Context: an optimization exercise on an open-source flow, tuned for small area, a short achievable clock period and few clock cycles per item. The choices shown serve that exercise and are no tape-out recipe.
The RTL was checked by simulation tests, not by an equivalence proof against the original design.
Power and IR drop assume default switching activity.

==> constraint.sdc <==
create_clock -name core_clock -period 9.0 [get_ports {clk}]
set_input_delay 1.8000 -clock core_clock [delete_from_list [all_inputs] [get_ports {clk}]]
set_output_delay 1.8000 -clock core_clock [all_outputs]
set_load 0.01 [all_outputs]
==> run.sh <==
#!/bin/bash
# synth_recipe.tcl (not shown) runs the flow's synth.tcl, then flattens the netlist and writes it again
# the make line also repeats each setting of config.mk as NAME=value (left out here)
make -C /OpenROAD-flow-scripts/flow DESIGN_CONFIG=/design/flow/config.mk WORK_HOME=/design/flow/orfs CLKGATE_MAP_FILE= SYNTH_SCRIPT=/design/flow/synth_recipe.tcl finish
==> design.v <==
`timescale 1ns / 1ps
`timescale 1ns / 1ps
module rsa_core (
    input  wire         clk,
    input  wire         rst,
    input  wire         start,
    input  wire         enc,
    input  wire [2:0]   ph,       
    input  wire [64:0]  exp_t,    
    input  wire [64:0]  msg_t1,   
    input  wire [64:0]  r2_t1,    
    input  wire [511:0] nmod,
    output reg          finish,
    output wire [511:0] result);
    localparam W  = 515;    
    localparam CW = 65;     
    localparam ST_IDLE  = 4'd0;
    localparam ST_LDA   = 4'd1;
    localparam ST_LDX   = 4'd2;
    localparam ST_PRIM1 = 4'd3;
    localparam ST_PRIM2 = 4'd4;
    localparam ST_ITER  = 4'd5;
    localparam ST_CNV   = 4'd6;
    localparam ST_WAIT  = 4'd7;
    localparam ST_ONE   = 4'd8;
    localparam ST_CORR  = 4'd9;
    localparam ST_ALN   = 4'd10;
    localparam ST_PRIM0 = 4'd11;
    localparam ST_WAIT2 = 4'd12;
    localparam OP_C1  = 3'd0;   
    localparam OP_C2  = 3'd1;   
    localparam OP_SQ  = 3'd2;   
    localparam OP_MU  = 3'd3;   
    localparam OP_FIN = 3'd4;   
    localparam OP_P3  = 3'd5;   
    localparam OP_M3  = 3'd6;   
    reg [3:0] st;
    reg [2:0] op;      
    reg [2:0] nop;     
    reg       wf, nwf;     
    reg       pre, npre;   
    reg [2:0] k;
    reg [7:0] it;
    reg [7:0] fi;
    reg       first;
    reg [519:0] A;
    reg [519:0] X;
    reg [519:0] X3;
    reg [W-1:0] S;
    reg [W-1:0] C;
    reg         cl;
    reg         cy;
    reg [11:0]  lo12;  
    reg [7:0]   blo;   
    assign result = A[511:0];
    wire iter  = (st == ST_ITER);
    wire cnv   = (st == ST_CNV);
    wire chain = cnv && (op == OP_C1 || op == OP_SQ || op == OP_MU || op == OP_P3 || op == OP_M3);
    wire prim0 = (st == ST_PRIM0) || (chain && k == 3'd5);
    wire prim1 = (st == ST_PRIM1) || (chain && k == 3'd6);
    wire prim2 = (st == ST_PRIM2) || (chain && k == 3'd7);
    wire cnv_a = (op != OP_C1) && (op != OP_P3);
    wire cnv_3 = (op == OP_P3);
    wire cnv_x = (op == OP_C1) || (op == OP_C2);
    reg [2:0] ecc;
    reg [6:0] eco;
    reg       ebit, ebv, scanning, found;
    reg       eb_now, eh_r, pchg;
    wire      ehere = eh_r && !pchg;
    always @(posedge clk) begin
        eb_now <= exp_t[eco];
        eh_r   <= (ph == ecc);
    end
    wire      ezero  = (ecc == 3'd0) && (eco == 7'd0);
    wire [2:0] ecc_m = (eco == 7'd0) ? ecc - 3'd1 : ecc;
    wire [6:0] eco_m = (eco == 7'd0) ? 7'd64 : eco - 7'd1;
    reg       ebit1, ebv1, eb1_now, eh1_r;
    wire      ehere1 = eh1_r && !pchg;
    always @(posedge clk) begin
        eb1_now <= exp_t[eco_m];
        eh1_r   <= (ph == ecc_m);
    end
    reg          src_a, src_one, src_3, byp;
    wire [515:0] Abits = {A[513], A[513], A[513:0]};
    wire [515:0] Xbits = {X[513], X[513], X[513:0]};
    wire         fi_ok   = (fi <= 8'd128);
    wire [3:0]   ga = Abits[4*fi +: 4];
    wire [3:0]   gx = Xbits[4*fi +: 4];
    wire [3:0]   glo = (fi[1:0] == 2'd0) ? lo12[3:0] : (fi[1:0] == 2'd1) ? lo12[7:4] : lo12[11:8];
    wire [515:0] X3bits = {X3[513], X3[513], X3[513:0]};
    wire [3:0]   g3 = X3bits[4*fi +: 4];
    reg  [3:0]   gfa, gfx, gfl, gf3;
    reg          fok_d, f0_d, flo_d;
    wire         gsign = src_a ? A[513] : src_3 ? X3[513] : X[513];
    wire [3:0]   gsel = !fok_d ? {4{gsign & ~src_one}} :
                        src_one ? {3'b000, f0_d} :
                        (byp && flo_d) ? gfl :
                        src_a ? gfa : src_3 ? gf3 : gfx;
    reg       gn3;    
    wire       gp   = prim1 ? 1'b0 : gn3;
    wire       e0s1 = gsel[0] ^ gp;
    wire       e0s2 = (gsel[1] & ~gsel[0] & ~gp) | (~gsel[1] & gsel[0] & gp);
    wire       e0n  = gsel[1] & ~(gsel[0] & gp);
    wire       e1s1 = gsel[2] ^ gsel[1];
    wire       e1s2 = (gsel[3] & ~gsel[2] & ~gsel[1]) | (~gsel[3] & gsel[2] & gsel[1]);
    wire       e1n  = gsel[3] & ~(gsel[2] & gsel[1]);
    wire [7:0] ep0  = (({8{e0s1}} & blo) | ({8{e0s2}} & {blo[6:0], 1'b0})) ^ {8{e0n}};
    wire [7:0] ep1  = (({8{e1s1}} & blo) | ({8{e1s2}} & {blo[6:0], 1'b0})) ^ {8{e1n}};
    reg n0s1, n0s2, n0n, n1s1, n1s2, n1n;
    reg [3:0] K0;       
    reg [1:0] K1;       
    reg [7:0] pa_r;     
    reg a0s1, a0s2, a0n, a1s1, a1s2, a1n;
    reg q0p1, q0m1, q0p2, q1p1, q1m1, q1p2;    
    wire [515:0] B  = {A[513], A[513], A[513:0]};
    wire [513:0] Mx = {2'b00, nmod};
    wire [513:0] Mn = ~Mx;
    wire [515:0] pa0r = (({516{a0s1}} & B) | ({516{a0s2}} & {B[514:0], 1'b0})) ^ {516{a0n}};
    wire [515:0] pa0  = {~pa0r[515], pa0r[514:0]};
    wire [515:0] pa1r = (({516{a1s1}} & B) | ({516{a1s2}} & {B[514:0], 1'b0})) ^ {516{a1n}};
    wire [515:0] pa1  = {~pa1r[515], pa1r[514:0]};
    wire [513:0] pq0l = ({514{q0p1}} & Mx) | ({514{q0m1}} & {Mn[513:1], 1'b1}) | ({514{q0p2}} & {Mx[512:0], 1'b0});
    wire [515:0] pq0  = first ? {~q0m1, q0m1, pq0l} : {1'b0, ~q0m1, pq0l};
    wire [513:0] pq1l = ({514{q1p1}} & Mx) | ({514{q1m1}} & {Mn[513:1], 1'b1}) | ({514{q1p2}} & {Mx[512:0], 1'b0});
    wire [515:0] pq1  = {1'b0, ~q1m1, pq1l};
    wire [515:0] xs  = {1'b0, S};
    wire [515:0] xc  = {1'b0, C};
    wire [515:0] sa  = xs ^ xc ^ pa0;
    wire [515:0] ca  = (xs & xc) | (xs & pa0) | (xc & pa0);
    wire [517:0] pq0x = {2'b00, pq0};
    wire [517:0] pa1x = {pa1, a1n, 1'b0};
    wire [517:0] pq1x = {pq1, a1n, 1'b0};
    wire [517:0] sb  = pq0x ^ pa1x ^ pq1x;
    wire [517:0] cb  = (pq0x & pa1x) | (pq0x & pq1x) | (pa1x & pq1x);
    wire [517:0] sax = {2'b00, sa};
    wire [517:0] cax = {1'b0, ca, cl};
    wire [517:0] sc  = sax ^ cax ^ sb;
    wire [517:0] cc  = (sax & cax) | (sax & sb) | (cax & sb);
    wire [518:0] scx = {1'b0, sc};
    wire [518:0] ccx = {cc, 1'b0};
    wire [518:0] cbx = {cb, a0n};
    wire [518:0] sd  = scx ^ ccx ^ cbx;
    wire [518:0] cd  = (scx & ccx) | (scx & cbx) | (ccx & cbx);
    wire [W-1:0] s_nx  = sd[518:4];
    wire [W-1:0] c_nx  = cd[517:3];
    wire         cl_nx = (|sd[3:0]) | (|cd[2:0]);
    reg  [7:0] p1_r;
    wire [7:0] m8   = nmod[7:0];
    wire [7:0] q1m8 = {({6{q1p1}} & m8[5:0]) | ({6{q1m1}} & {~m8[5:1], 1'b1}) | ({6{q1p2}} & {m8[4:0], 1'b0}), 2'b00};
    wire [7:0] x1 = S[7:0] ^ C[7:0] ^ p1_r;
    wire [7:0] y1 = {(S[6:0] & C[6:0]) | (S[6:0] & p1_r[6:0]) | (C[6:0] & p1_r[6:0]), cl};
    wire [7:0] x2 = x1 ^ y1 ^ q1m8;
    wire [7:0] y2 = {(x1[6:0] & y1[6:0]) | (x1[6:0] & q1m8[6:0]) | (y1[6:0] & q1m8[6:0]), 1'b0};
    wire [3:0] g  = x2[3:0] & y2[3:0];
    wire [3:0] p  = x2[3:0] ^ y2[3:0];
    wire       g10 = g[1] | (p[1] & g[0]);
    wire       g32 = g[3] | (p[3] & g[2]);
    wire       p32 = p[3] & p[2];
    wire       c4  = g32 | (p32 & g10);
    wire [3:0] H0  = x2[7:4] + y2[7:4];
    wire [3:0] H1  = H0 + 4'd1;
    wire [3:0] mp1  = m8[3:0];
    wire [3:0] mm1  = {~m8[3:1], 1'b1};
    wire [3:0] mp2  = {m8[2:0], 1'b0};
    wire [7:0] M8m1 = {~m8[7:1], 1'b1};
    wire [7:0] M8p2 = {m8[6:0], 1'b0};
    wire [2:0] q1tab [0:15];
    wire [2:0] q0tab [0:3];
    wire [7:0] p1tab [0:3];
    genvar z;
    generate
        for (z = 0; z < 16; z = z + 1) begin : g_qt
            wire [3:0] e   = z + K0;
            wire       t0p1 = e[0] & (e[1] ^ nmod[1]);
            wire       t0m1 = e[0] & ~(e[1] ^ nmod[1]);
            wire       t0p2 = e[1] & ~e[0];
            wire [3:0] qm  = ({4{t0p1}} & mp1) | ({4{t0m1}} & mm1) | ({4{t0p2}} & mp2);
            wire [3:0] w   = e + qm;
            wire [1:0] l   = w[3:2] + K1;
            assign q1tab[z] = {l[0] & (l[1] ^ nmod[1]), l[0] & ~(l[1] ^ nmod[1]), l[1] & ~l[0]};
            if (z < 4) begin : g_q0
                assign q0tab[z] = {t0p1, t0m1, t0p2};
                assign p1tab[z] = pa_r + (({8{t0p1}} & m8) | ({8{t0m1}} & M8m1) | ({8{t0p2}} & M8p2));
            end
        end
    endgenerate
    wire [2:0] q0n = !iter ? q0tab[0] : c4 ? q0tab[H1[1:0]] : q0tab[H0[1:0]];
    wire [2:0] q1n = !iter ? q1tab[0] : c4 ? q1tab[H1] : q1tab[H0];
    wire [1:0] Z2  = {2{iter}} & (c4 ? H1[1:0] : H0[1:0]);
    wire [7:0] p1n = ({8{Z2 == 2'd0}} & p1tab[0]) | ({8{Z2 == 2'd1}} & p1tab[1]) |
                     ({8{Z2 == 2'd2}} & p1tab[2]) | ({8{Z2 == 2'd3}} & p1tab[3]);
    wire [CW:0] sum = {1'b0, S[CW-1:0]} + {1'b0, C[CW-1:0]} + {{CW{1'b0}}, cy};
    reg  ld_r2, ld_msg, ld_a;
    reg  [7:0] nsel;     
    wire [519:0]  nme = {8'b0, nmod};
    reg  [CW-1:0] nch;
    integer j;
    always @(*) begin
        nch = {CW{1'b0}};
        for (j = 0; j < 8; j = j + 1)
            nch = nch | ({CW{nsel[j]}} & nme[CW*j +: CW]);
    end
    wire [CW-1:0] s_ld = ({CW{ld_a}} & A[2*CW-1:CW]);
    wire [CW-1:0] c_ld = ({CW{ld_r2}} & r2_t1) | ({CW{ld_msg}} & msg_t1) | nch;
    reg  zneg;           
    wire a_we = (st == ST_LDA) || (st == ST_ONE) || ((st == ST_CORR) && zneg) || (cnv && cnv_a);
    wire x_we = (st == ST_LDX) || (cnv && cnv_x);
    always @(posedge clk) begin
        if (a_we) A <= {sum[CW-1:0], A[519:CW]};
        if (x_we) X <= {sum[CW-1:0], X[519:CW]};
        if (cnv && cnv_3) X3 <= {sum[CW-1:0], X3[519:CW]};
        if (iter && it == it_last)                     cy <= cl_nx;
        else if (st == ST_WAIT && !scanning && !found) cy <= 1'b1;
        else                                           cy <= sum[CW];
        if (cnv && k == 3'd0) lo12 <= sum[11:0];
        if (cnv && k == 3'd7) zneg <= sum[513 - 7*CW];
        if (cnv && k == 3'd0 && cnv_a) blo <= sum[7:0];
        else if (!(cnv && cnv_a))      blo <= A[7:0];
        if (iter) begin
            S  <= s_nx;
            C  <= c_nx;
            cl <= cl_nx;
        end else begin
            S  <= {{CW{1'b0}}, S[W-1:2*CW], S[2*CW-1:CW] | s_ld};
            C  <= {{CW{1'b0}}, C[W-1:2*CW], C[2*CW-1:CW] | c_ld};
            cl <= 1'b0;
        end
    end
    always @(posedge clk) begin
        a0s1 <= n0s1; a0s2 <= n0s2; a0n <= n0n;
        a1s1 <= n1s1; a1s2 <= n1s2; a1n <= n1n;
        {q0p1, q0m1, q0p2} <= q0n;
        {q1p1, q1m1, q1p2} <= q1n;
        p1_r <= p1n;
        gfa  <= ga;
        gfx  <= gx;
        gf3  <= g3;
        gfl  <= glo;
        fok_d <= fi_ok;
        f0_d  <= (fi == 8'd0);
        flo_d <= (fi < 8'd3);
        gn3  <= gsel[3];
        n0s1 <= e0s1; n0s2 <= e0s2; n0n <= e0n;
        n1s1 <= e1s1; n1s2 <= e1s2; n1n <= e1n;
        K0   <= ep0[3:0] + {3'd0, e0n};
        K1   <= ep1[1:0] + {1'b0, e1n};
        pa_r <= ep0 + {7'd0, e0n} + {ep1[5:0], 2'b00} + {5'd0, e1n, 2'b00};
        fi   <= (prim0 || prim1 || prim2 || iter) ? fi + 8'd1 : 8'd0;
        src_a   <= (cnv ? nop : op) == OP_SQ;
        src_one <= (cnv ? nop : op) == OP_FIN;
        src_3   <= (cnv ? nop : op) == OP_M3;
        byp     <= cnv && (((cnv ? nop : op) == OP_SQ) ? cnv_a : ((cnv ? nop : op) == OP_M3) ? cnv_3 : cnv_x);
        first <= prim2;
    end
    wire [7:0] it_last = (op == OP_C2) ? 8'd253 : 8'd128;
    reg [3:0] st_n;
    reg [2:0] k_n;
    always @(*) begin
        st_n = st;
        k_n  = k;
        case (st)
        ST_IDLE:  if (start) st_n = ST_ALN;
        ST_ALN:   if (ph == 3'd7) begin st_n = ST_LDA; k_n = 3'd0; end
        ST_LDA:   begin k_n = k + 3'd1; if (k == 3'd7) st_n = ST_LDX; end
        ST_LDX:   begin k_n = k + 3'd1; if (k == 3'd7) st_n = ST_PRIM0; end
        ST_PRIM0: st_n = ST_PRIM1;
        ST_PRIM1: st_n = ST_PRIM2;
        ST_PRIM2: st_n = ST_ITER;
        ST_ITER:  if (it == it_last) begin st_n = ST_CNV; k_n = 3'd0; end
        ST_CNV: begin
            k_n = k + 3'd1;
            if (k == 3'd7) begin
                if (op == OP_C2)        st_n = ST_WAIT;
                else if (op == OP_FIN)  st_n = ST_CORR;
                else                    st_n = ST_ITER;
            end
        end
        ST_WAIT: if (!scanning) begin
            if (!found) begin st_n = ST_ONE; k_n = 3'd0; end
            else st_n = ST_WAIT2;
        end
        ST_WAIT2: st_n = ST_PRIM0;
        ST_ONE, ST_CORR: begin k_n = k + 3'd1; if (k == 3'd7) st_n = ST_IDLE; end
        default: st_n = ST_IDLE;
        endcase
        if (rst) st_n = ST_IDLE;
    end
    always @(posedge clk) begin
        st <= st_n;
        k  <= k_n;
        ld_r2  <= ((st == ST_IDLE) && start && (ph == 3'd6)) ||
                  ((st == ST_ALN) && (ph == 3'd6)) ||
                  ((st == ST_ALN) && (ph == 3'd7)) ||
                  ((st == ST_LDA) && (k <= 3'd5));
        ld_msg <= ((st == ST_LDA) && (k == 3'd6)) || ((st == ST_LDA) && (k == 3'd7)) ||
                  ((st == ST_LDX) && (k <= 3'd5));
        ld_a   <= (cnv && (op == OP_FIN) && (k >= 3'd6)) || ((st == ST_CORR) && (k <= 3'd5));
        nsel   <= ((cnv && (op == OP_FIN) && (k == 3'd6)) ? 8'b00000001 : 8'b0) |
                  ((cnv && (op == OP_FIN) && (k == 3'd7)) ? 8'b00000010 : 8'b0) |
                  (((st == ST_CORR) && (k <= 3'd5)) ? (8'b00000100 << k) : 8'b0);
    end
    always @(posedge clk) begin
        finish <= 1'b0;
        pchg   <= 1'b0;
        if (rst) begin
            scanning <= 1'b0;
        end else begin
            if (scanning && ehere) begin
                if (eb_now) begin
                    scanning <= 1'b0;
                    found    <= 1'b1;
                end else if (ezero) begin
                    scanning <= 1'b0;
                    found    <= 1'b0;
                end else begin
                    ecc <= ecc_m;
                    eco <= eco_m;
                    pchg <= 1'b1;
                end
            end
            if (!scanning && !ebv && ehere) begin
                ebit <= eb_now;
                ebv  <= 1'b1;
            end
            if (!scanning && !ebv1 && ehere1) begin
                ebit1 <= eb1_now;
                ebv1  <= 1'b1;
            end
            case (st)
            ST_IDLE: begin
                if (start) begin
                    scanning <= 1'b1;
                    found    <= 1'b0;
                    ebv      <= 1'b1;
                    ebv1     <= 1'b1;
                    ecc      <= enc ? 3'd0 : 3'd7;
                    pchg     <= 1'b1;
                    eco      <= enc ? 7'd15 : 7'd56;
                end
            end
            ST_LDX: if (k == 3'd6) op <= OP_C1;
            ST_PRIM2: it <= 8'd0;
            ST_ITER: begin
                it <= it + 8'd1;
                if (it == it_last) begin
                    case (op)
                    OP_C1: nop <= OP_C2;
                    OP_SQ, OP_P3, OP_MU, OP_M3: begin
                        nwf  <= 1'b0;
                        npre <= 1'b0;
                        if (op == OP_SQ && pre) begin
                            nop <= OP_P3;
                        end else if (op == OP_SQ && wf) begin
                            nop <= OP_M3;
                        end else if ((op == OP_SQ || op == OP_P3) && ebit) begin
                            if (!ezero && ebit1) begin
                                ecc <= ecc_m;
                                eco <= eco_m;
                                pchg <= 1'b1;
                                ebv <= 1'b0; ebv1 <= 1'b0;
                                nop <= OP_SQ;
                                nwf <= 1'b1;
                            end else begin
                                nop <= OP_MU;
                            end
                        end else if (ezero) begin
                            nop <= OP_FIN;
                        end else begin
                            ecc <= ecc_m;
                            eco <= eco_m;
                            pchg <= 1'b1;
                            ebv <= 1'b0; ebv1 <= 1'b0;
                            nop <= OP_SQ;
                        end
                    end
                    default: nop <= op;
                    endcase
                end
            end
            ST_CNV: begin
                if (k == 3'd7) begin
                    it <= 8'd0;
                    if (op != OP_FIN && op != OP_C2) begin
                        op  <= nop;
                        wf  <= nwf;
                        pre <= npre;
                    end
                end
            end
            ST_WAIT: begin
                if (!scanning && found) begin
                    if (ezero) begin
                        op <= OP_FIN;
                    end else begin
                        ecc <= ecc_m;
                        eco <= eco_m;
                        pchg <= 1'b1;
                        ebv <= 1'b0; ebv1 <= 1'b0;
                        op  <= OP_SQ;
                        pre <= 1'b1;
                        wf  <= 1'b0;
                    end
                end
            end
            ST_ONE, ST_CORR: if (k == 3'd7) finish <= 1'b1;
            default: ;
            endcase
        end
    end
endmodule
`timescale 1ns / 1ps
module rsa_wrapper #(parameter N = 512, parameter LOGN = 9)
(
    input           clk,
    input           resetn,
    input  [  31:0] arm_to_fpga_cmd,
    input           arm_to_fpga_cmd_valid,
    output          fpga_to_arm_done,
    input           fpga_to_arm_done_read,
    input           arm_to_fpga_data_valid,
    output          arm_to_fpga_data_ready,
    input  [N-1:0] arm_to_fpga_data,
    output          fpga_to_arm_data_valid,
    input           fpga_to_arm_data_ready,
    output [N-1:0] fpga_to_arm_data);
    reg st_idle, st_rd, st_wr, st_comp, st_done;
    reg [2:0] slot;
    wire cmd_go   = st_idle & arm_to_fpga_cmd_valid;
    wire start    = cmd_go & arm_to_fpga_cmd[0];
    wire core_fin;
    always @(posedge clk) begin
        if (resetn == 1'b0) begin
            st_idle <= 1'b1;
            st_rd   <= 1'b0;
            st_wr   <= 1'b0;
            st_comp <= 1'b0;
            st_done <= 1'b0;
            slot    <= 3'd0;
        end else begin
            if (cmd_go) begin
                st_idle <= 1'b0;
                case (arm_to_fpga_cmd[1:0])
                    2'd0:    st_rd   <= 1'b1;
                    2'd2:    st_wr   <= 1'b1;
                    default: st_comp <= 1'b1;
                endcase
            end
            if (rd_ready & arm_to_fpga_data_valid) begin
                st_rd   <= 1'b0;
                st_done <= 1'b1;
                slot    <= (slot == 3'd4) ? 3'd0 : slot + 3'd1;
            end
            if (st_wr & fpga_to_arm_data_ready) begin
                st_wr   <= 1'b0;
                st_done <= 1'b1;
            end
            if (st_comp & core_fin) begin
                st_comp <= 1'b0;
                st_done <= 1'b1;
            end
            if (st_done & fpga_to_arm_done_read) begin
                st_done <= 1'b0;
                st_idle <= 1'b1;
            end
        end
    end
    reg  [2:0]   ph;
    reg  [2:0]   lc;
    reg  [519:0] msg_r, exp_r, r2_r;
    reg  [N-1:0] nmod;
    wire [519:0] din_e  = {8'b0, arm_to_fpga_data};
    wire [64:0]  dchunk = din_e[65*ph +: 65];
    wire         ring_slot = (slot != 3'd2) && (slot != 3'd3);
    reg          rd_ready;    
    wire         st_rd_n   = (cmd_go & (arm_to_fpga_cmd[1:0] == 2'd0)) |
                             (st_rd & ~(rd_ready & arm_to_fpga_data_valid));
    wire [2:0]   lc_n      = !st_rd ? 3'd0 : arm_to_fpga_data_valid ? lc + 3'd1 : lc;
    always @(posedge clk) begin
        if (resetn == 1'b0) ph <= 3'd0;
        else                ph <= ph + 3'd1;
 rd_ready <= resetn & st_rd_n & (~ring_slot | (lc_n == 3'd7));
        if (st_rd && arm_to_fpga_data_valid) lc <= lc + 3'd1;
        else if (!st_rd)                     lc <= 3'd0;
        msg_r <= {(st_rd && slot == 3'd0) ? dchunk : msg_r[64:0], msg_r[519:65]};
        exp_r <= {(st_rd && slot == 3'd1) ? dchunk : exp_r[64:0], exp_r[519:65]};
        r2_r  <= {(st_rd && slot == 3'd4) ? dchunk : r2_r[64:0],  r2_r[519:65]};
        if (st_rd && slot == 3'd2) nmod <= arm_to_fpga_data;
    end
    rsa_core core (
        .clk    (clk),
        .rst    (~resetn),
        .start  (start),
        .enc    (~arm_to_fpga_cmd[1]),
        .ph     (ph),
        .exp_t  (exp_r[64:0]),
        .msg_t1 (msg_r[129:65]),
        .r2_t1  (r2_r[129:65]),
        .nmod   (nmod),
        .finish (core_fin),
        .result (fpga_to_arm_data));
    assign fpga_to_arm_done       = st_done;
    assign arm_to_fpga_data_ready = rd_ready;
    assign fpga_to_arm_data_valid = st_wr;
endmodule
==> config.mk <==
export PLATFORM = sky130hd
export DESIGN_NAME = rsa_wrapper
export DESIGN_NICKNAME = rsa_wrapper
export VERILOG_FILES = /design/flow/design.v
export SDC_FILE = /design/flow/constraint.sdc
export NUM_CORES = 8
export LEC_CHECK = 0
export CAP_MARGIN = 30
export CORE_MARGIN = 2
export CORE_UTILIZATION = 40
export CTS_CLUSTER_DIAMETER = 150
export CTS_CLUSTER_SIZE = 20
export PLACE_DENSITY = 0.65
export SETUP_SLACK_MARGIN = 5
export SLEW_MARGIN = 50
==> impl_metrics.json, run 1 <==
{
  "final_util_pct": 46.5,
  "finalClockSkew_ns": 0.0916,
  "max_slew_margin_pct": 37.0,
  "fp.dieW_um": 796,
  "synth_area_leaders": "edfxtp_1, dfxtp_1, fa_1",
  "max-clock-path-buffers": 4,
  "endpoint_kind": "register",
  "netlist_instances": 21417,
  "area_delta_synth_final_pct": 15.8,
  "syn-cell-area_um2": 251000,
  "nNetsFinal": 25095,
  "worstPathArrival_ns": 5.12,
  "ys.flop_type": "dfxtp_1",
  "first_iter_violations": 30697,
  "viasPerCell": 6.17,
  "synth.avg_cell_area_um2": 11.7,
  "cts.sinks": 4827,
  "crit_type": "reg -> reg",
  "avgRoutedWirePerCell_um": 39.5,
  "finalCritPeriodShare_pct": 46.0,
  "cts_buffers": 284,
  "place_congestion": 1.04,
  "syn-num-nets": 24225,
  "synthArstFlopShare_pct": 0,
  "ys_warn_count": 2,
  "vias": 191996,
  "dp_hpwl_um": 871000,
  "hold_buffers": 0,
  "ios": 1065,
  "setup_tns_ns": 0,
  "critPathLaunchType": "register",
  "rsz0062_at_grt": "true",
  "drc_errors": 0,
  "initial_core_util_pct": 40.2,
  "setup_violations": 0,
  "fp-row-count": 290,
  "pwr_density_cell_nw_per_um2": 403,
  "synth_top_area_share_pct": 25.5,
  "layout_common_cells": "nand2_1, inv_1, dfxtp_1",
  "cts_tree": "yes",
  "grt_max_degree": 124,
  "grtUsageTotal_pct": 37.4,
  "total_power_w": 0.117,
  "outcome": "finished clean",
  "grt_pass1_vias": 180976,
  "grt_pass1_wl_um": 1610000,
  "fmax_mhz": 241,
  "tightest_slew_ns": 0.945,
  "overflow": 0,
  "synth-seq-area-share_pct": 47.1,
  "h-tree-depth": 5,
  "finalWirelength_um": 1230000,
  "dieArea_um2": 633000,
  "fin_crit_ns": 4.14,
  "crit_path_max_fanout": 16,
  "required_ns": 9.98,
  "dieHeight_um": 796,
  "clk_latency_ns": 1.09,
  "cts_root_buf": "clkbuf_16",
  "port_buffers": 1034,
  "clk_pin_slew_ns": 0.10,
  "final_common_cell": "nand2_1",
  "hold_viol_final": 0,
  "first_pass_iters": 8,
  "ant_nets": 0,
  "fin_hold_ws_ns": 0.289,
  "synth_edf_count": 2131,
  "p_leak_nw": 115,
  "worst_ir_drop_vdd_mv": 0.498,
  "antenna_found_initial": 276,
  "yosys.area.top_type": "edfxtp_1",
  "postSynthRegisterBits": 4827,
  "max_cap_viol_count": 0,
  "hold_path.class": "reg -> reg",
  "synth.distinct_cells": 88,
  "slew_viol_final": 0,
  "layout-drive-gt1-share_pct": 12.3,
  "core-area_um2": 624000
}
[metrics by stage]
step           setup WS (ns)  std cells  instance area, µm²
3_3_place_gp            3.05      29376              267000
5_1_grt                 4.78      30955              290000
6_report                4.86      31113              290000
2_1_floorplan          -4.59      21417              251000
4_1_cts                 4.91      30731              287000
3_5_place_dp            3.28      29646              272000
[flip-flops by register name, summed over array words and instances (netlist names), 12 cells and up]
name	flops
core.C	515
core.S	514
nmod	512
msg_r	520
r2_r	520
core.X3	520
exp_r	520
core.A	520
core.X	520
core.lo12	12
[critical path: stages, from the launching register on]
cell and delay [ns]:
dfxtp_4 0.43, inv_16 0.23, nor2_4 0.07, a221oi_4 0.27, fa_1 0.45, inv_1 0.08
ha_2 0.19, fa_2 0.50, ha_4 0.24, xnor2_4 0.17, buf_4 0.18, nand2_1 0.07
o22ai_1 0.10, a32o_1 0.23, a211o_1 0.27, a31oi_1 0.15, a211oi_1 0.09, a2111o_1 0.28
[layer usage]
| layer | track usage, % | vias to the layer above | part of all wire (%) |
|---|---|---|---|
| met5 | 0.378 | - | 0.081 |
| met4 | 31.9 | 144 | 11 |
| met3 | 16.0 | 4006 | 15 |
| met2 | 51.7 | 16686 | 40 |
| met1 | 44.6 | 96580 | 33 |
| li1 | - | 74580 | - |
[power by group]
group	internal [W]	switching, W
Sequential	0.0257	0.00189
Combinational	0.0288	0.0463
Clock	0.00616	0.00810
[cell type report]
type | count | area [µm²]
Fill cell | 56743 | 334000
Sequential cell | 4827 | 118000
Multi-Input combinational cell | 12133 | 117000
Timing Repair Buffer | 2365 | 25900
Tap cell | 8322 | 10400
Inverter | 2672 | 10100
Clock buffer | 461 | 7900
Antenna cell | 296 | 741
Clock inverter | 33 | 534
Timing Repair inverter | 4 | 35.0
[cell usage after synthesis, types with 33 or more instances]
cell and instances:
buf_4 512, a22o_1 56, dfxtp_1 2696, and3_1 145, xnor2_1 656, xor2_1 574, a221oi_1 1032, a21oi_1 294
nand2_1 2768, fa_1 2077, o211ai_1 35, clkbuf_1 1073, inv_1 2667, nor2_1 1224, ha_1 181, a222oi_1 58
a22oi_1 1198, edfxtp_1 2131, a2111oi_0 33, buf_1 192, a21o_1 51, o21ai_0 391, nand3_1 92, nor3_1 46
a31oi_1 63, mux2i_1 95, mux4_2 649
[final timing paths]
| check | startpoint | endpoint | slack [ns] | depth (start not counted) |
|---|---|---|---|---|
| max | core.q1m1 | core.q1m1 | 4.86 | 17 |
| min | exp_r[492] | exp_r[427] | 0.29 | 0 |
| min reg2reg | exp_r[492] | exp_r[427] | 0.29 | 0 |
| max reg2reg | core.q1m1 | core.q1m1 | 4.86 | 17 |
[logic make-up after synthesis]
family / Yosys count / share of synthesized area [%]
buf+inv: 4458 / 7.45
simple gates: 4477 / 7.19
fa+ha+maj: 2258 / 17.5
xor+xnor: 1246 / 4.43
mux: 756 / 6.27
flops: 4827 / 47.1
compound gates: 3395 / 10.1
[timing repair]
action	in CTS	in global routing
buffers inserted	558	27
hold endpoints to repair	0	0
setup endpoints to repair	1623	509
pin swaps	62	59
gates resized for setup	728	173
gates cloned	33	28
Testbench counts, summed over its fixed seeds: cycles 402,877, ops 12.
==> run 2: changes to the inputs <==
--- a/config.mk
+++ b/config.mk
@@ -7,9 +7,8 @@
 export LEC_CHECK = 0
 export CAP_MARGIN = 30
 export CORE_MARGIN = 2
-export CORE_UTILIZATION = 40
+export CORE_UTILIZATION = 45
 export CTS_CLUSTER_DIAMETER = 150
 export CTS_CLUSTER_SIZE = 20
-export PLACE_DENSITY = 0.65
 export SETUP_SLACK_MARGIN = 5
 export SLEW_MARGIN = 50
==> run 2 against run 1 <==
  * Area after synthesis unchanged
  * Clock skew up 0.020 ns
  * Core utilization up 5.3 points
  * Die area down 11%
  * Maximum frequency up 0.12%
  * Final cell count down 3.1%
  * Via count down 1.1%
  * Count of clock-buffer cells in the layout down 14
==> impl_metrics.json, run 2 <==
{
  "outcome": "finished clean",
  "grt_pass1_wl_um": 1590000,
  "first_pass_iters": 10,
  "hold_viol_final": 0,
  "setup_tns_ns": 0,
  "synth.distinct_cells": 88,
  "postSynthRegisterBits": 4827,
  "crit_type": "reg -> reg",
  "cpPeakStageDelay_ns": 0.58,
  "dp_hpwl_um": 871000,
  "synthArstFlopShare_pct": 0,
  "cts_root_buf": "clkbuf_16",
  "synth_common_cells": "nand2_1, dfxtp_1, inv_1",
  "ys_warn_count": 2,
  "layout-drive-gt1-share_pct": 11.8,
  "fp-row-count": 274,
  "cts_tree": "yes",
  "syn-cell-area_um2": 251000,
  "crit_buf_inv": 2,
  "place_ws_ns": 3.22,
  "h-tree-depth": 5,
  "finalCritPeriodShare_pct": 46.0,
  "overflow": 0,
  "worstPathArrival_ns": 4.90,
  "required_ns": 9.76,
  "netlist_instances": 21417,
  "fmax_mhz": 242,
  "viasPerCell": 6.30,
  "dieHeight_um": 750,
  "critPathLaunchType": "register",
  "setup_violations": 0,
  "max_cap_viol_count": 0,
  "max-clock-path-buffers": 4,
  "clk_latency_ns": 1.12,
  "crit_family": "compound AO/OA/AOI/OAI gates",
  "synth-seq-area-share_pct": 47.1,
  "final_common_cell": "nand2_1",
  "p_leak_nw": 115,
  "final_util_pct": 51.8,
  "first_iter_violations": 31628,
  "synth_top_area_share_pct": 25.5,
  "yosys.area.top_type": "edfxtp_1",
  "max_slew_margin_pct": 41.7,
  "ant_nets": 0,
  "crit_path_max_fanout": 3,
  "cp_slowest_cell": "xnor2_2",
  "initial_core_util_pct": 45.1,
  "fp.dieW_um": 750,
  "drc_errors": 0,
  "dieArea_um2": 563000,
  "fill_cells": 48718,
  "worst_slack_ns": 4.86,
  "layout_common_cells": "nand2_1, inv_1, dfxtp_1",
  "tightest_slew_ns": 0.874,
  "hold_buffers": 0,
  "finalWirelength_um": 1200000,
  "total_power_w": 0.115,
  "synth_most_common_cell": "nand2_1",
  "synth_edf_count": 2131,
  "avgRoutedWirePerCell_um": 39.9,
  "endpoint_kind": "register",
  "fin_crit_ns": 4.14,
  "grtUsageTotal_pct": 41.7,
  "cts.sinks": 4827,
  "hold_path.class": "reg -> reg",
  "nNetsFinal": 25002,
  "vias": 189906,
  "port_buffers": 1034,
  "place_congestion": 1.10,
  "path_cells": "inv_2 -> fa_2 -> buf_4 -> nor2b_1 -> o2111ai_1 -> nand3_4 -> a31oi_1 -> o21ai_1 -> nand4_1 -> and2_1 -> o21ai_0 -> a21oi_1 -> xnor2_2",
  "grt_pass1_vias": 178984,
  "area_delta_synth_final_pct": 14.8,
  "cts_buffers": 280,
  "ios": 1065,
  "slew_viol_final": 0,
  "pwr_density_cell_nw_per_um2": 401,
  "core-area_um2": 556000,
  "antenna_found_initial": 290,
  "ys.flop_type": "dfxtp_1",
  "worst_ir_drop_vdd_mv": 0.418,
  "reg2reg_slack_ns": 4.86,
  "synth_area_leaders": "edfxtp_1, dfxtp_1, fa_1",
  "syn-num-nets": 24225,
  "grt_max_degree": 133,
  "rsz0062_at_grt": "true",
  "synth.avg_cell_area_um2": 11.7,
  "clk_pin_slew_ns": 0.10,
  "finalClockSkew_ns": 0.112
}
[run 2: cell counts after synthesis]
Identical to the previous run, type by type.
[run 2: timing repair]
| item | 4_1_cts | 5_1_grt |
|---|---|---|
| setup endpoints to repair | 1545 | 458 |
| pin swaps | 59 | 82 |
| cloned | 25 | 14 |
| gates resized for setup | 623 | 171 |
| buffers inserted | 529 | 65 |
[run 2: cell families after synthesis]
kind of cell / synth area share, %
flip-flops: 47.1
AND/OR/NAND/NOR: 7.19
buffers and inverters: 7.45
AO/OA/AOI/OAI: 10.1
adder cells (fa/ha/maj): 17.5
XOR/XNOR: 4.43
multiplexers: 6.27
[run 2: layout make-up]
type	instances	area (µm²)	area share, %
Sequential cell	4827	118000	41.0
Multi-Input combinational cell	12132	117000	40.5
Timing Repair Buffer	2278	24700	8.60
Inverter	2672	10100	3.50
Tap cell	7452	9320	3.24
Clock buffer	447	7700	2.68
Antenna cell	304	761	0.264
Clock inverter	29	464	0.161
Timing Repair inverter	3	26.3	0.00913
[run 2: power breakdown]
part | internal (W) | switching (W) | leakage, nW
Combinational | 0.0286 | 0.0451 | 69.1
Clock | 0.00600 | 0.00797 | 3.89
Sequential | 0.0257 | 0.00191 | 41.6
Total | 0.0604 | 0.0549 | 115
[run 2: per-layer routing]
metal,track usage [%],routed length (µm)
met1,52.5,423000
met2,55.9,477000
met3,17.6,185000
met4,32.9,117000
met5,0.484,982
[run 2: final timing paths]
path	from	end	cells after the start
hold / removal	r2_r[359]	r2_r[294]	0
setup reg to reg	core.cy	core.X3[480]	13
hold reg to reg	r2_r[359]	r2_r[294]	0
setup / recovery	core.cy	core.X3[480]	13
[run 2: per-stage QoR]
stage / instances / hold WS, ns / cell area (µm²)
after floorplan: 21417 / 0.310 / 251000
after global placement: 28472 / 0.309 / 266000
after detailed placement: 28714 / 0.312 / 270000
after CTS: 29744 / 0.254 / 285000
after global routing: 29936 / 0.261 / 287000
final: 30144 / 0.258 / 288000
==> run 3: changes to the inputs <==
--- a/config.mk
+++ b/config.mk
@@ -7,7 +7,7 @@
 export LEC_CHECK = 0
 export CAP_MARGIN = 30
 export CORE_MARGIN = 2
-export CORE_UTILIZATION = 45
+export CORE_UTILIZATION = 50
 export CTS_CLUSTER_DIAMETER = 150
 export CTS_CLUSTER_SIZE = 20
 export SETUP_SLACK_MARGIN = 5
==> run 3 against run 2 <==
  * Critical path type unchanged
  * Still clean on timing, DRC and antenna
  * Wire length is 0.22% higher
  * Largest cell class unchanged
  * Die area is 9.9% lower
  * Area after synthesis stayed put
  * Sequential share of layout area hardly changed
  * Count of clock-buffer cells in the layout is 8 lower
  * Largest power group unchanged
  * Sequential cell count stayed put
  * Critical endpoint is now core.q1m1
  * Clock power hardly changed
==> impl_metrics.json, run 3 <==
{
  "max-clock-path-buffers": 4,
  "min_from": "exp_r[90]",
  "synth.avg_cell_area_um2": 11.7,
  "synthArstFlopShare_pct": 0,
  "cts_tree": "yes",
  "synth_edf_count": 2131,
  "reg2reg_slack_ns": 4.91,
  "vias": 190044,
  "finalCritPeriodShare_pct": 45.4,
  "slew_viol_final": 0,
  "grt_pass1_vias": 179380,
  "first_pass_iters": 10,
  "layout_common_cells": "nand2_1, inv_1, dfxtp_1",
  "busiest_layer": "met2",
  "cts_buffers": 280,
  "max_cap_viol_count": 0,
  "timing.rr.start": "core.q1p1",
  "crit_path_max_fanout": 12,
  "finalClockSkew_ns": 0.113,
  "setup_tns_ns": 0,
  "ios": 1065,
  "ys_warn_count": 2,
  "viasPerCell": 6.44,
  "crit_type": "reg -> reg",
  "final_cells": 29490,
  "synth_area_leaders": "edfxtp_1, dfxtp_1, fa_1",
  "synth_top_area_share_pct": 25.5,
  "port_buffers": 1034,
  "met3_usage_pct": 17.9,
  "hold_viol_final": 0,
  "h-tree-depth": 5,
  "postSynthRegisterBits": 4827,
  "fp.dieW_um": 712,
  "cts_root_buf": "clkbuf_16",
  "clk_latency_ns": 1.05,
  "fmax_mhz": 245,
  "dieHeight_um": 712,
  "layout-drive-gt1-share_pct": 12.2,
  "synth-seq-area-share_pct": 47.1,
  "setup_violations": 0,
  "synth_common_cells": "nand2_1, dfxtp_1, inv_1",
  "syn-cell-area_um2": 251000,
  "max_slew_margin_pct": 41.8,
  "grt_pass1_wl_um": 1590000,
  "place_inst": 27989,
  "required_ns": 9.91,
  "worst_ir_drop_vdd_mv": 0.464,
  "final_common_cell": "nand2_1",
  "fin_crit_ns": 4.09,
  "clk_pin_slew_ns": 0.10,
  "grt_max_degree": 147,
  "area_delta_synth_final_pct": 14.8,
  "total_power_w": 0.115,
  "critPathLaunchType": "register",
  "netlist_instances": 21417,
  "cts.sinks": 4827,
  "grtUsageTotal_pct": 46.4,
  "avgRoutedWirePerCell_um": 40.9,
  "p_leak_nw": 115,
  "rsz0062_at_grt": "true",
  "grt_util_met1_pct": 58.3,
  "finalWirelength_um": 1210000,
  "syn-num-nets": 24225,
  "pwr_density_cell_nw_per_um2": 401,
  "critical_path.startpoint": "core.q1p1",
  "yosys.area.top_type": "edfxtp_1",
  "first_iter_violations": 30085,
  "core-area_um2": 500000,
  "grt_use_met2_pct": 63.1,
  "nNetsFinal": 25097,
  "drc_errors": 0,
  "multi_input_area_um2": 117000,
  "synth_most_common_cell": "nand2_1",
  "hold_buffers": 0,
  "outcome": "finished clean",
  "endpoint_kind": "register",
  "ant_nets": 0,
  "synth.distinct_cells": 88,
  "overflow": 0,
  "tightest_slew_ns": 0.873,
  "antenna_found_initial": 309,
  "ys.flop_type": "dfxtp_1",
  "place_congestion": 1.11,
  "dieArea_um2": 507000,
  "hold_path.class": "reg -> reg",
  "fill_cells": 42210,
  "final-seq-area_um2": 118000,
  "dp_hpwl_um": 878000,
  "fp-row-count": 260,
  "worstPathArrival_ns": 5.00,
  "initial_core_util_pct": 50.1
}
run 3: cell types whose count changed in the layout (fill, tap and decap cells not counted), moves of 9 or more:
| cell | delta |
|---|---|
| buf_16 | -10 |
| buf_4 | +76 |
| buf_6 | +20 |
| clkdlybuf4s50_1 | +78 |
| diode_2 | +34 |
| dlygate4sd2_1 | -59 |
| dlymetal6s2s_1 | -9 |
| o21ai_0 | -9 |
run 3: final timing paths:
kind               endpoint  depth (start not counted)
setup / recovery  core.q1m1                         14
hold / removal    exp_r[25]                          0
setup reg to reg  core.q1m1                         14
hold reg to reg   exp_r[25]                          0
run 3: cell families after synthesis:
logic type      after synthesis  share of synthesized area, %
buf+inv                    4458                          7.45
compound gates             3395                          10.1
xor+xnor                   1246                          4.43
mux                         756                          6.27
simple gates               4477                          7.19
fa+ha+maj                  2258                          17.5
flops                      4827                          47.1
run 3: power by group:
group	internal, W	switching, W
Clock	0.00602	0.00798
Combinational	0.0287	0.0451
Sequential	0.0257	0.00197
run 3: metal layers:
metal	up-vias	share of wire [%]
li1	74586	-
met1	96064	35
met2	15747	40
met3	3493	15
met4	154	10
met5	-	0.11
run 3: timing repair:
action                                  4_1_cts  5_1_grt
buffers inserted                            578       49
cloned                                       17       16
gates resized for setup                     516      174
pin swaps                                    66       70
endpoints found under the setup margin     1560      580
run 3: area by class of cell:
type | count | area share [%]
Sequential cell | 4827 | 41.1
Multi-Input combinational cell | 12132 | 40.5
Timing Repair Buffer | 2372 | 8.82
Inverter | 2672 | 3.51
Tap cell | 6681 | 2.91
Clock buffer | 439 | 2.66
Antenna cell | 338 | 0.294
Clock inverter | 25 | 0.199
Timing Repair inverter | 4 | 0.0122
run 3: worst max-delay path, cell delays in order (launching register included):
cell and delay (ns):
dfxtp_4 0.42, buf_12 0.18, a221oi_4 0.37, fa_1 0.45
inv_1 0.08, ha_2 0.19, fa_2 0.52, ha_4 0.25
xnor2_4 0.31, nor3b_1 0.09, a31o_2 0.22, a211o_1 0.30
a31oi_1 0.16, a211oi_1 0.10, a2111o_1 0.30
run 3: stage by stage:
step / util [%] / instance area (µm²) / setup WS (ns) / hold slack [ns]
finish: 57.5 / 288000 / 4.91 / 0.232
global route: 57.4 / 287000 / 4.80 / 0.241
CTS: 56.8 / 284000 / 4.91 / 0.232
detailed placement: 53.9 / 269000 / 3.60 / 0.312
global placement: 53.0 / 265000 / 3.12 / 0.310
floorplan: - / 251000 / -4.59 / 0.310
==> run 4: changes to the inputs <==
--- a/config.mk
+++ b/config.mk
@@ -7,8 +7,9 @@
 export LEC_CHECK = 0
 export CAP_MARGIN = 30
 export CORE_MARGIN = 2
-export CORE_UTILIZATION = 50
+export CORE_UTILIZATION = 60
 export CTS_CLUSTER_DIAMETER = 150
 export CTS_CLUSTER_SIZE = 20
+export PLACE_DENSITY = 0.7
 export SETUP_SLACK_MARGIN = 5
 export SLEW_MARGIN = 50
==> run 4 against run 3 <==
  * Clock skew is 0.025 ns lower
  * Synthesized cell count stayed put
  * Final area is 0.73% lower
  * Area after synthesis stayed put
  * Core utilization is 11 points higher
  * Maximum frequency is 3.8% lower
  * Critical endpoint unchanged
  * Largest cell class unchanged
  * Largest power group unchanged
==> impl_metrics.json, run 4 <==
{
  "syn-num-nets": 24225,
  "max_cap_viol_count": 0,
  "min_from": "r2_r[422]",
  "reg2reg_slack_ns": 4.75,
  "worstPathArrival_ns": 5.11,
  "endpoint_kind": "register",
  "postSynthRegisterBits": 4827,
  "fp.dieW_um": 650,
  "synth-seq-area-share_pct": 47.1,
  "pwr-share-comb_pct": 63.8,
  "place_congestion": 1.15,
  "hold_buffers": 0,
  "cpPeakStageDelay_ns": 0.45,
  "finalClockSkew_ns": 0.0885,
  "nNetsFinal": 25008,
  "p_leak_nw": 114,
  "grt_pass1_vias": 184562,
  "routed.top_layer": "met5",
  "viasPerCell": 6.90,
  "syn-cell-area_um2": 251000,
  "finalCritPeriodShare_pct": 47.2,
  "max-clock-path-buffers": 4,
  "fin_hold_ws_ns": 0.264,
  "p_clk_share_pct": 12.0,
  "synth.avg_cell_area_um2": 11.7,
  "first_pass_iters": 13,
  "wl_met3_um": 194000,
  "area_delta_synth_final_pct": 13.9,
  "finalWirelength_um": 1160000,
  "netlist_instances": 21417,
  "grt_pass1_wl_um": 1540000,
  "fp-row-count": 237,
  "critical_path.startpoint": "nmod[1]",
  "dieArea_um2": 423000,
  "slew_viol_final": 0,
  "drc_errors": 0,
  "layout-drive-gt1-share_pct": 11.7,
  "fmax_mhz": 235,
  "h-tree-depth": 5,
  "overflow": 0,
  "rsz0062_at_grt": "true",
  "synthArstFlopShare_pct": 0,
  "ys.flop_type": "dfxtp_1",
  "cts.sinks": 4827,
  "layout_common_cells": "nand2_1, inv_1, dfxtp_1",
  "crit_path_max_fanout": 6,
  "cts_buffers": 279,
  "synth.distinct_cells": 88,
  "wl_met1_um": 367000,
  "core-area_um2": 416000,
  "timing.rr.start": "nmod[1]",
  "cp_slowest_cell": "edfxtp_1",
  "clk_latency_ns": 1.05,
  "multi_input_area_um2": 116000,
  "ios": 1065,
  "ys_warn_count": 2,
  "vias": 194962,
  "yosys.area.top_type": "edfxtp_1",
  "fin_crit_ns": 4.25,
  "worst_ir_drop_vdd_mv": 0.490,
  "initial_core_util_pct": 60.2,
  "dieHeight_um": 650,
  "synth_edf_count": 2131,
  "wl_met2_um": 456000,
  "first_iter_violations": 34934,
  "final_common_cell": "nand2_1",
  "cts_tree": "yes",
  "ant_nets": 0,
  "path_cells": "buf_12 -> buf_12 -> buf_12 -> xnor2_4 -> xnor2_2 -> a22o_1 -> ha_1 -> xnor2_1 -> ha_1 -> xnor2_2 -> xnor2_2 -> xnor3_2 -> o22ai_1 -> a32o_1 -> a211o_1 -> a31oi_1 -> a211oi_2 -> a2111o_1",
  "crit_buf_inv": 3,
  "share_seq_of_total_power_pct": 24.2,
  "max_slew_margin_pct": 29.0,
  "tightest_slew_ns": 1.07,
  "critPathLaunchType": "register",
  "grt_max_degree": 149,
  "hold_path.class": "reg -> reg",
  "final-seq-area_um2": 118000,
  "crit_type": "reg -> reg",
  "synth_common_cells": "nand2_1, dfxtp_1, inv_1",
  "synth_area_leaders": "edfxtp_1, dfxtp_1, fa_1",
  "required_ns": 9.86,
  "pwr_density_cell_nw_per_um2": 404,
  "final_util_pct": 68.6,
  "hold_viol_final": 0,
  "synth_most_common_cell": "nand2_1",
  "p_sw_share_pct": 47.6,
  "dp_hpwl_um": 815000,
  "outcome": "finished clean",
  "synth_top_area_share_pct": 25.5,
  "antenna_found_initial": 315,
  "setup_violations": 0,
  "p_int_w": 0.0604,
  "fill_cells": 30628,
  "cts_root_buf": "clkbuf_16",
  "crit_family": "compound AO/OA/AOI/OAI gates",
  "grtUsageTotal_pct": 53.6,
  "port_buffers": 1034,
  "avgRoutedWirePerCell_um": 41.1,
  "clk_pin_slew_ns": 0.10,
  "p_sw_w": 0.0549
}
==> run 4: final timing paths <==
kind,depth (start not counted),end
hold reg to reg,0,r2_r[357]
hold / removal,0,r2_r[357]
setup / recovery,18,core.q1m1
setup reg to reg,18,core.q1m1
==> run 4: cell type report <==
cell class | count | share of cell area [%]
Timing Repair inverter | 2 | 0.00613
Multi-Input combinational cell | 12132 | 40.7
Tap cell | 5497 | 2.41
Inverter | 2672 | 3.54
Antenna cell | 358 | 0.314
Sequential cell | 4827 | 41.4
Clock inverter | 24 | 0.163
Clock buffer | 451 | 2.70
Timing Repair Buffer | 2286 | 8.77
==> run 4: stage by stage <==
stage                     setup WS (ns)  setup TNS, ns  cell area (µm²)  instances  total power (W)
after CTS                          4.83              0           282000      27739            0.111
after global placement             3.25              0           263000      26499           0.0906
after detailed placement           3.36              0           267000      26738           0.0928
after global routing               4.65              0           285000      28066            0.121
after floorplan                   -4.59       -4521.61           251000      21417           0.0698
final                              4.75              0           286000      28249            0.115
==> run 4: timing repair <==
item | CTS | global route
resized for setup | 402 | 151
gates cloned | 25 | 27
pin swaps | 72 | 62
buffers inserted | 501 | 86
endpoints found under the hold margin | 0 | 0
setup endpoints to repair | 1622 | 481
==> run 4: cells by family after synthesis <==
kind of cell,after synthesis,synth area share (%)
muxes,756,6.27
and+or+nand+nor,4477,7.19
xor gates and xnor gates,1246,4.43
adders and majority gates,2258,17.5
DFF,4827,47.1
buffers and inverters,4458,7.45
AOI/OAI and AO/OA,3395,10.1
==> run 4: power by group through the flow <==
stage | clock network (W) | registers [W] | logic, W
after floorplan | 0 | 0.0279 | 0.0419
after global placement | 0 | 0.0312 | 0.0594
after detailed placement | 0 | 0.0300 | 0.0628
after CTS | 0.0137 | 0.0277 | 0.0692
after global routing | 0.0145 | 0.0279 | 0.0791
final | 0.0139 | 0.0279 | 0.0735
==> run 4: per-layer routing <==
metal,global-route usage [%],vias to the layer above
met2,71.3,19224
li1,-,74479
met1,63.8,95994
met5,0.272,-
met3,23.8,5131
met4,51.7,134
==> run 5: changes to the inputs <==
==> config.mk (replaced) <==
export PLATFORM = sky130hd
export DESIGN_NAME = rsa_wrapper
export DESIGN_NICKNAME = rsa_wrapper
export VERILOG_FILES = /design/flow/design.v
export SDC_FILE = /design/flow/constraint.sdc
export NUM_CORES = 8
export LEC_CHECK = 0
export CAP_MARGIN = 20
export CORE_MARGIN = 2
export CORE_UTILIZATION = 50
export CTS_CLUSTER_DIAMETER = 150
export CTS_CLUSTER_SIZE = 20
export SETUP_SLACK_MARGIN = 5
export SLEW_MARGIN = 20
==> run 5 against run 4 <==
  * Sequential cell count unchanged
  * Critical path depth is 2 lower
  * Via count is 2.6% lower
  * Global-route usage down 6.5 points
  * Synthesized cell count is the same
  * Worst setup slack improved by 0.049 ns
  * Combinational power is essentially flat
  * Clock skew rose by 0.026 ns
  * Count of clock-buffer cells in the layout fell by 5
  * Die area is 20% higher
  * Register-to-register slack gained 0.05 ns
  * Maximum frequency is 1.2% higher
  * Critical endpoint unchanged
  * Largest cell class unchanged
==> impl_metrics.json, run 5 <==
{
  "outcome": "finished clean",
  "cpPeakStageDelay_ns": 0.67,
  "netlist_instances": 21417,
  "required_ns": 9.91,
  "slew_viol_final": 0,
  "ios": 1065,
  "place_congestion": 1.11,
  "fin_hold_ws_ns": 0.263,
  "finalWirelength_um": 1210000,
  "yosys.area.top_type": "edfxtp_1",
  "ys.flop_type": "dfxtp_1",
  "final_common_cell": "nand2_1",
  "hold_path.class": "reg -> reg",
  "syn-cell-area_um2": 251000,
  "layout_common_cells": "nand2_1, inv_1, dfxtp_1",
  "path_cells": "fa_1 -> inv_2 -> fa_1 -> inv_2 -> ha_4 -> fa_2 -> ha_4 -> buf_12 -> xnor2_4 -> nand2_1 -> o22ai_1 -> a32o_1 -> a211o_1 -> a31oi_1 -> a211oi_1 -> a2111o_1",
  "dieArea_um2": 507000,
  "ys_warn_count": 2,
  "synth_area_leaders": "edfxtp_1, dfxtp_1, fa_1",
  "crit_family": "adder cells",
  "fp.dieW_um": 712,
  "first_pass_iters": 13,
  "hold_viol_final": 0,
  "area_delta_synth_final_pct": 13.6,
  "synth_top_area_share_pct": 25.5,
  "fill_cells": 42548,
  "setup_tns_ns": 0,
  "cts_root_buf": "clkbuf_16",
  "crit_type": "reg -> reg",
  "endpoint_kind": "register",
  "pwr_density_cell_nw_per_um2": 405,
  "grt_pass1_vias": 179193,
  "postSynthRegisterBits": 4827,
  "first_iter_violations": 30222,
  "multi_input_area_um2": 116000,
  "worstPathArrival_ns": 5.10,
  "drc_errors": 0,
  "grt_max_degree": 193,
  "nNetsFinal": 24946,
  "cts.sinks": 4827,
  "max_cap_viol_count": 0,
  "crit_path_max_fanout": 5,
  "syn-num-nets": 24225,
  "synth_common_cells": "nand2_1, dfxtp_1, inv_1",
  "finalClockSkew_ns": 0.115,
  "max_slew_margin_pct": 11.5,
  "setup_violations": 0,
  "layout-drive-gt1-share_pct": 11.4,
  "rsz0062_at_grt": "true",
  "tightest_slew_ns": 1.33,
  "synthArstFlopShare_pct": 0,
  "synth.distinct_cells": 88,
  "clk_latency_ns": 1.07,
  "synth.avg_cell_area_um2": 11.7,
  "synth_most_common_cell": "nand2_1",
  "antenna_found_initial": 354,
  "core-area_um2": 500000,
  "crit_buf_inv": 3,
  "p_leak_nw": 114,
  "clk_pin_slew_ns": 0.11,
  "max-clock-path-buffers": 4,
  "port_buffers": 1034,
  "critPathLaunchType": "register",
  "worst_ir_drop_vdd_mv": 0.398,
  "reg2reg_slack_ns": 4.80,
  "grt_pass1_wl_um": 1610000,
  "cp_slowest_cell": "fa_2",
  "hold_buffers": 0,
  "cts_tree": "yes",
  "finalCritPeriodShare_pct": 46.7,
  "overflow": 0,
  "dieHeight_um": 712,
  "final-seq-area_um2": 118000,
  "initial_core_util_pct": 50.1,
  "synth_edf_count": 2131,
  "fp-row-count": 260,
  "grtUsageTotal_pct": 47.0,
  "fmax_mhz": 238,
  "synth-seq-area-share_pct": 47.1,
  "dp_hpwl_um": 857000,
  "avgRoutedWirePerCell_um": 41.4,
  "vias": 189880,
  "ant_nets": 0,
  "h-tree-depth": 5,
  "fin_crit_ns": 4.20,
  "viasPerCell": 6.48,
  "cts_buffers": 280
}
## run 5: changes by cell type in the layout (fill, tap and decap cells not counted), moves of 10 or more
cell / before / now
a2111oi_0: 16 / 29
buf_12: 114 / 165
buf_16: 94 / 34
buf_4: 757 / 882
buf_6: 171 / 53
buf_8: 61 / 23
clkbuf_16: 311 / 289
clkdlybuf4s15_2: 6 / 21
clkdlybuf4s50_1: 963 / 925
diode_2: 358 / 300
dlygate4sd2_1: 51 / 75
mux2i_1: 67 / 81
xnor2_2: 45 / 55
## run 5: layout make-up
type | count | area share [%]
antenna | 300 | 0.264
tap | 6681 | 2.94
multi-input combinational | 12134 | 40.8
timing repair buffer | 2219 | 8.04
timing repair inverter | 4 | 0.0123
inverter | 2672 | 3.55
clock inverter | 29 | 0.211
sequential | 4827 | 41.5
clock buffer | 446 | 2.70
## run 5: layer usage
metal	up-vias	GRT usage, %	wire length, µm	part of all wire (%)
met3	3492	19.3	182000	15
met1	96344	58.4	420000	35
met4	154	39.7	129000	11
met2	15667	63.5	483000	40
li1	74223	-	-	-
met5	-	0	1350	0.11
## run 5: path summary, 6_finish.rpt
kind | startpoint | endpoint | cells after the start
min | exp_r[166] | exp_r[101] | 0
max | core.C[4] | core.q1m1 | 16
max reg2reg | core.C[4] | core.q1m1 | 16
min reg2reg | exp_r[166] | exp_r[101] | 0
## run 5: kinds of logic after synthesis
logic type,synth area share [%]
XOR/XNOR,4.43
adder cells (fa/ha/maj),17.5
flip-flops,47.1
AO/OA/AOI/OAI,10.1
multiplexers,6.27
buffers and inverters,7.45
AND/OR/NAND/NOR,7.19
## run 5: stage by stage
step	power [W]	utilization (%)	cells	area [µm²]	worst slack, ns
2_1_floorplan	0.0698	-	21417	251000	-4.59
3_5_place_dp	0.0925	53.0	27733	265000	3.01
6_report	0.115	56.9	29312	285000	4.80
3_3_place_gp	0.0919	53.0	27728	265000	3.12
5_1_grt	0.122	56.8	29134	284000	4.73
4_1_cts	0.112	56.4	28944	282000	4.90
## run 5: what timing repair did
item / CTS / global route
gates cloned: 27 / 7
resized for setup: 577 / 152
pin swaps: 79 / 67
setup endpoints to repair: 1810 / 448
buffers inserted: 709 / 59
## run 5: report_power, final
| group | switching (W) | internal [W] |
|---|---|---|
| Combinational | 0.0452 | 0.0282 |
| Sequential | 0.00196 | 0.0258 |
| Clock | 0.00801 | 0.00601 |
| Total | 0.0552 | 0.0600 |
==> run 6: changes to the inputs <==
==> config.mk (replaced) <==
export PLATFORM = sky130hd
export DESIGN_NAME = rsa_wrapper
export DESIGN_NICKNAME = rsa_wrapper
export VERILOG_FILES = /design/flow/design.v
export SDC_FILE = /design/flow/constraint.sdc
export NUM_CORES = 8
export LEC_CHECK = 0
export CAP_MARGIN = 30
export CORE_MARGIN = 2
export CORE_UTILIZATION = 50
export CTS_CLUSTER_DIAMETER = 120
export CTS_CLUSTER_SIZE = 24
export SETUP_SLACK_MARGIN = 5
export SLEW_MARGIN = 50
==> run 6 against run 5 <==
  * Core utilization increased by 0.21 points
  * Clock skew down 0.013 ns
  * Critical path depth shrank 1
  * Sequential power is essentially flat
  * Worst setup slack better by 0.067 ns
  * Total power down 1.6%
  * Clock power is about 10% lower
==> impl_metrics.json, run 6 <==
{
  "outcome": "finished clean",
  "area_delta_synth_final_pct": 14.0,
  "dieArea_um2": 507000,
  "synth_top_area_share_pct": 25.5,
  "clk_latency_ns": 1.07,
  "cts.sinks": 4827,
  "final_common_cell": "nand2_1",
  "layout-drive-gt1-share_pct": 12.0,
  "first_pass_iters": 9,
  "cts_root_buf": "clkbuf_16",
  "finalWirelength_um": 1200000,
  "layout_common_cells": "nand2_1, inv_1, dfxtp_1",
  "synth-seq-area-share_pct": 47.1,
  "cts_buffers": 229,
  "ios": 1065,
  "ys_warn_count": 2,
  "grt_max_degree": 147,
  "nNetsFinal": 25046,
  "dieHeight_um": 712,
  "critPathLaunchType": "register",
  "r2r.worst_path.cells": 15,
  "synth.avg_cell_area_um2": 11.7,
  "ant_nets": 0,
  "cts_tree": "yes",
  "reg2reg_slack_ns": 4.87,
  "synth_most_common_cell": "nand2_1",
  "core-area_um2": 500000,
  "setup_tns_ns": 0,
  "hold_path.class": "reg -> reg",
  "vias": 189555,
  "antenna_found_initial": 327,
  "p_leak_nw": 114,
  "pwr_density_cell_nw_per_um2": 397,
  "fmax_mhz": 242,
  "endpoint_kind": "register",
  "slew_viol_final": 0,
  "worstPathArrival_ns": 5.04,
  "dp_hpwl_um": 878000,
  "synth_area_leaders": "edfxtp_1, dfxtp_1, fa_1",
  "cp_slowest_cell": "fa_2",
  "first_iter_violations": 30694,
  "grt_pass1_wl_um": 1590000,
  "tightest_slew_ns": 0.896,
  "place_congestion": 1.11,
  "synthArstFlopShare_pct": 0,
  "max_cap_viol_count": 0,
  "overflow": 0,
  "worst_slack_ns": 4.87,
  "syn-cell-area_um2": 251000,
  "postSynthRegisterBits": 4827,
  "crit_path_max_fanout": 5,
  "grt_pass1_vias": 178472,
  "initial_core_util_pct": 50.1,
  "finalClockSkew_ns": 0.102,
  "grtUsageTotal_pct": 46.3,
  "max-clock-path-buffers": 4,
  "synth_common_cells": "nand2_1, dfxtp_1, inv_1",
  "synth.distinct_cells": 88,
  "netlist_instances": 21417,
  "clk_pin_slew_ns": 0.12,
  "h-tree-depth": 4,
  "fp-row-count": 260,
  "port_buffers": 1034,
  "worst-path-stages": 15,
  "avgRoutedWirePerCell_um": 40.9,
  "rsz0062_at_grt": "true",
  "crit_family": "adder cells",
  "fin_crit_ns": 4.13,
  "viasPerCell": 6.45,
  "worst_ir_drop_vdd_mv": 0.445,
  "hold_buffers": 0,
  "crit_type": "reg -> reg",
  "yosys.area.top_type": "edfxtp_1",
  "setup_violations": 0,
  "cpPeakStageDelay_ns": 0.65,
  "fp.dieW_um": 712,
  "syn-num-nets": 24225,
  "place_ws_ns": 3.60,
  "finalCritPeriodShare_pct": 45.9,
  "max_slew_margin_pct": 40.3,
  "drc_errors": 0,
  "required_ns": 9.91,
  "hold_viol_final": 0,
  "path_cells": "fa_1 -> inv_1 -> fa_1 -> inv_1 -> ha_2 -> fa_2 -> ha_4 -> buf_12 -> xnor2_4 -> buf_4 -> a31o_2 -> a211o_1 -> a31oi_1 -> a211oi_1 -> a2111o_1",
  "crit_buf_inv": 4,
  "hold_depth": 0,
  "synth_edf_count": 2131,
  "ys.flop_type": "dfxtp_1"
}
==> run 6: cell types whose count changed in the layout (fill, tap and decap cells not counted), moves of 13 or more <==
cell             change
clkbuf_16           -47
buf_6              +140
buf_12              -28
buf_4               -50
clkdlybuf4s50_1     -66
xnor2_2             -13
clkbuf_1            -22
a2111oi_0           -20
dlygate4sd2_1       +60
mux2i_2             +16
buf_16              +42
buf_8               +39
mux2i_1             -22
==> run 6: what timing repair did <==
action,in CTS,in global routing
setup endpoints to repair,1566,524
resized for setup,560,128
pin swaps,67,61
buffers inserted,603,32
cloned,14,11
==> run 6: final cells by class <==
| cell class | count | area [µm²] |
|---|---|---|
| well taps | 6681 | 8360 |
| multi-input cells | 12132 | 116000 |
| fillers | 42415 | 215000 |
| flip-flops and latches | 4827 | 118000 |
| clock inverters | 28 | 482 |
| repair buffers | 2372 | 25100 |
| repair inverters | 4 | 35.0 |
| diodes | 288 | 721 |
| clock buffers | 375 | 6340 |
| inverters | 2672 | 10100 |
==> run 6: kinds of logic (layout without fill, tap and decap cells) <==
| kind of cell | count (synthesis) | after routing | synth area share, % |
|---|---|---|---|
| AO/OA/AOI/OAI | 3395 | 3395 | 10.1 |
| other | 0 | 288 | 0 |
| AND/OR/NAND/NOR | 4477 | 4477 | 7.19 |
| multiplexers | 756 | 756 | 6.27 |
| XOR/XNOR | 1246 | 1246 | 4.43 |
| flip-flops | 4827 | 4827 | 47.1 |
| adder cells (fa/ha/maj) | 2258 | 2258 | 17.5 |
| buffers and inverters | 4458 | 5451 | 7.45 |
==> run 6: final timing paths <==
check              endpoint  startpoint
setup / recovery  core.q1m1   core.C[4]
setup reg to reg  core.q1m1   core.C[4]
hold / removal    core.a1s1   core.n1s1
hold reg to reg   core.a1s1   core.n1s1
==> run 6: routing by layer <==
metal | global-route usage, % | wire (µm)
met1 | 58.5 | 422000
met2 | 63.1 | 481000
met3 | 17.3 | 171000
met4 | 38.3 | 125000
met5 | 0.226 | 1260
==> run 6: stage by stage <==
step           cells  util [%]  total power, W  cell area (µm²)  hold WS (ns)
2_1_floorplan  21417         -          0.0698           251000         0.310
3_3_place_gp   27728      53.0          0.0919           265000         0.310
3_5_place_dp   27989      53.9          0.0936           269000         0.312
4_1_cts        29009      56.6           0.110           283000         0.256
5_1_grt        29212      57.0           0.120           285000         0.265
6_report       29379      57.1           0.113           286000         0.262
==> run 6: report_power, final <==
| group | switching (W) | leakage (nW) | internal [W] |
|---|---|---|---|
| Clock | 0.00765 | 3.24 | 0.00495 |
| Combinational | 0.0448 | 69.2 | 0.0284 |
| Sequential | 0.00191 | 41.6 | 0.0257 |

==> afterwards: timing with drivers on the ports <==
The results above use ideal ports. As a check the final layouts listed here were re-extracted and re-timed, cells and wires unchanged.
Step 1 sets driving cells, clkbuf_16 on the clock port and buf_2 on the other inputs (assumed; they add their load-dependent delay and slew).
Step 2 times the ports against the registers' clock, not the clock port: input delays grow and output delays shrink by t, the midpoint of the rising clock arrivals with the driver on.
a / b / c = no drivers / after step 1 / after step 2; a / b = the first two.
run | shift t [ns] | slack for setup (ns) | hold slack, ns
run 1 | 1.194 | 4.857 / 4.768 / 4.157 | 0.289 / 0.289 / 0.289
run 2 | 1.192 | 4.862 / 4.792 / 4.257 | 0.258 / 0.258 / 0.258
run 3 | 1.143 | 4.912 / 4.806 / 4.303 | 0.232 / 0.232 / 0.232
run 4 | 1.139 | 4.752 / 4.752 / 4.464 | 0.264 / 0.264 / 0.264
run 5 | 1.150 | 4.801 / 4.801 / 4.263 | 0.263 / 0.263 / 0.263
run 6 | 1.153 | 4.868 / 4.792 / 4.386 | 0.262 / 0.262 / 0.262
After both steps every run listed still meets setup and hold. The setup slack of run 1, which loses most, moves by -0.089 ns with the drivers and by -0.700 ns with both steps.
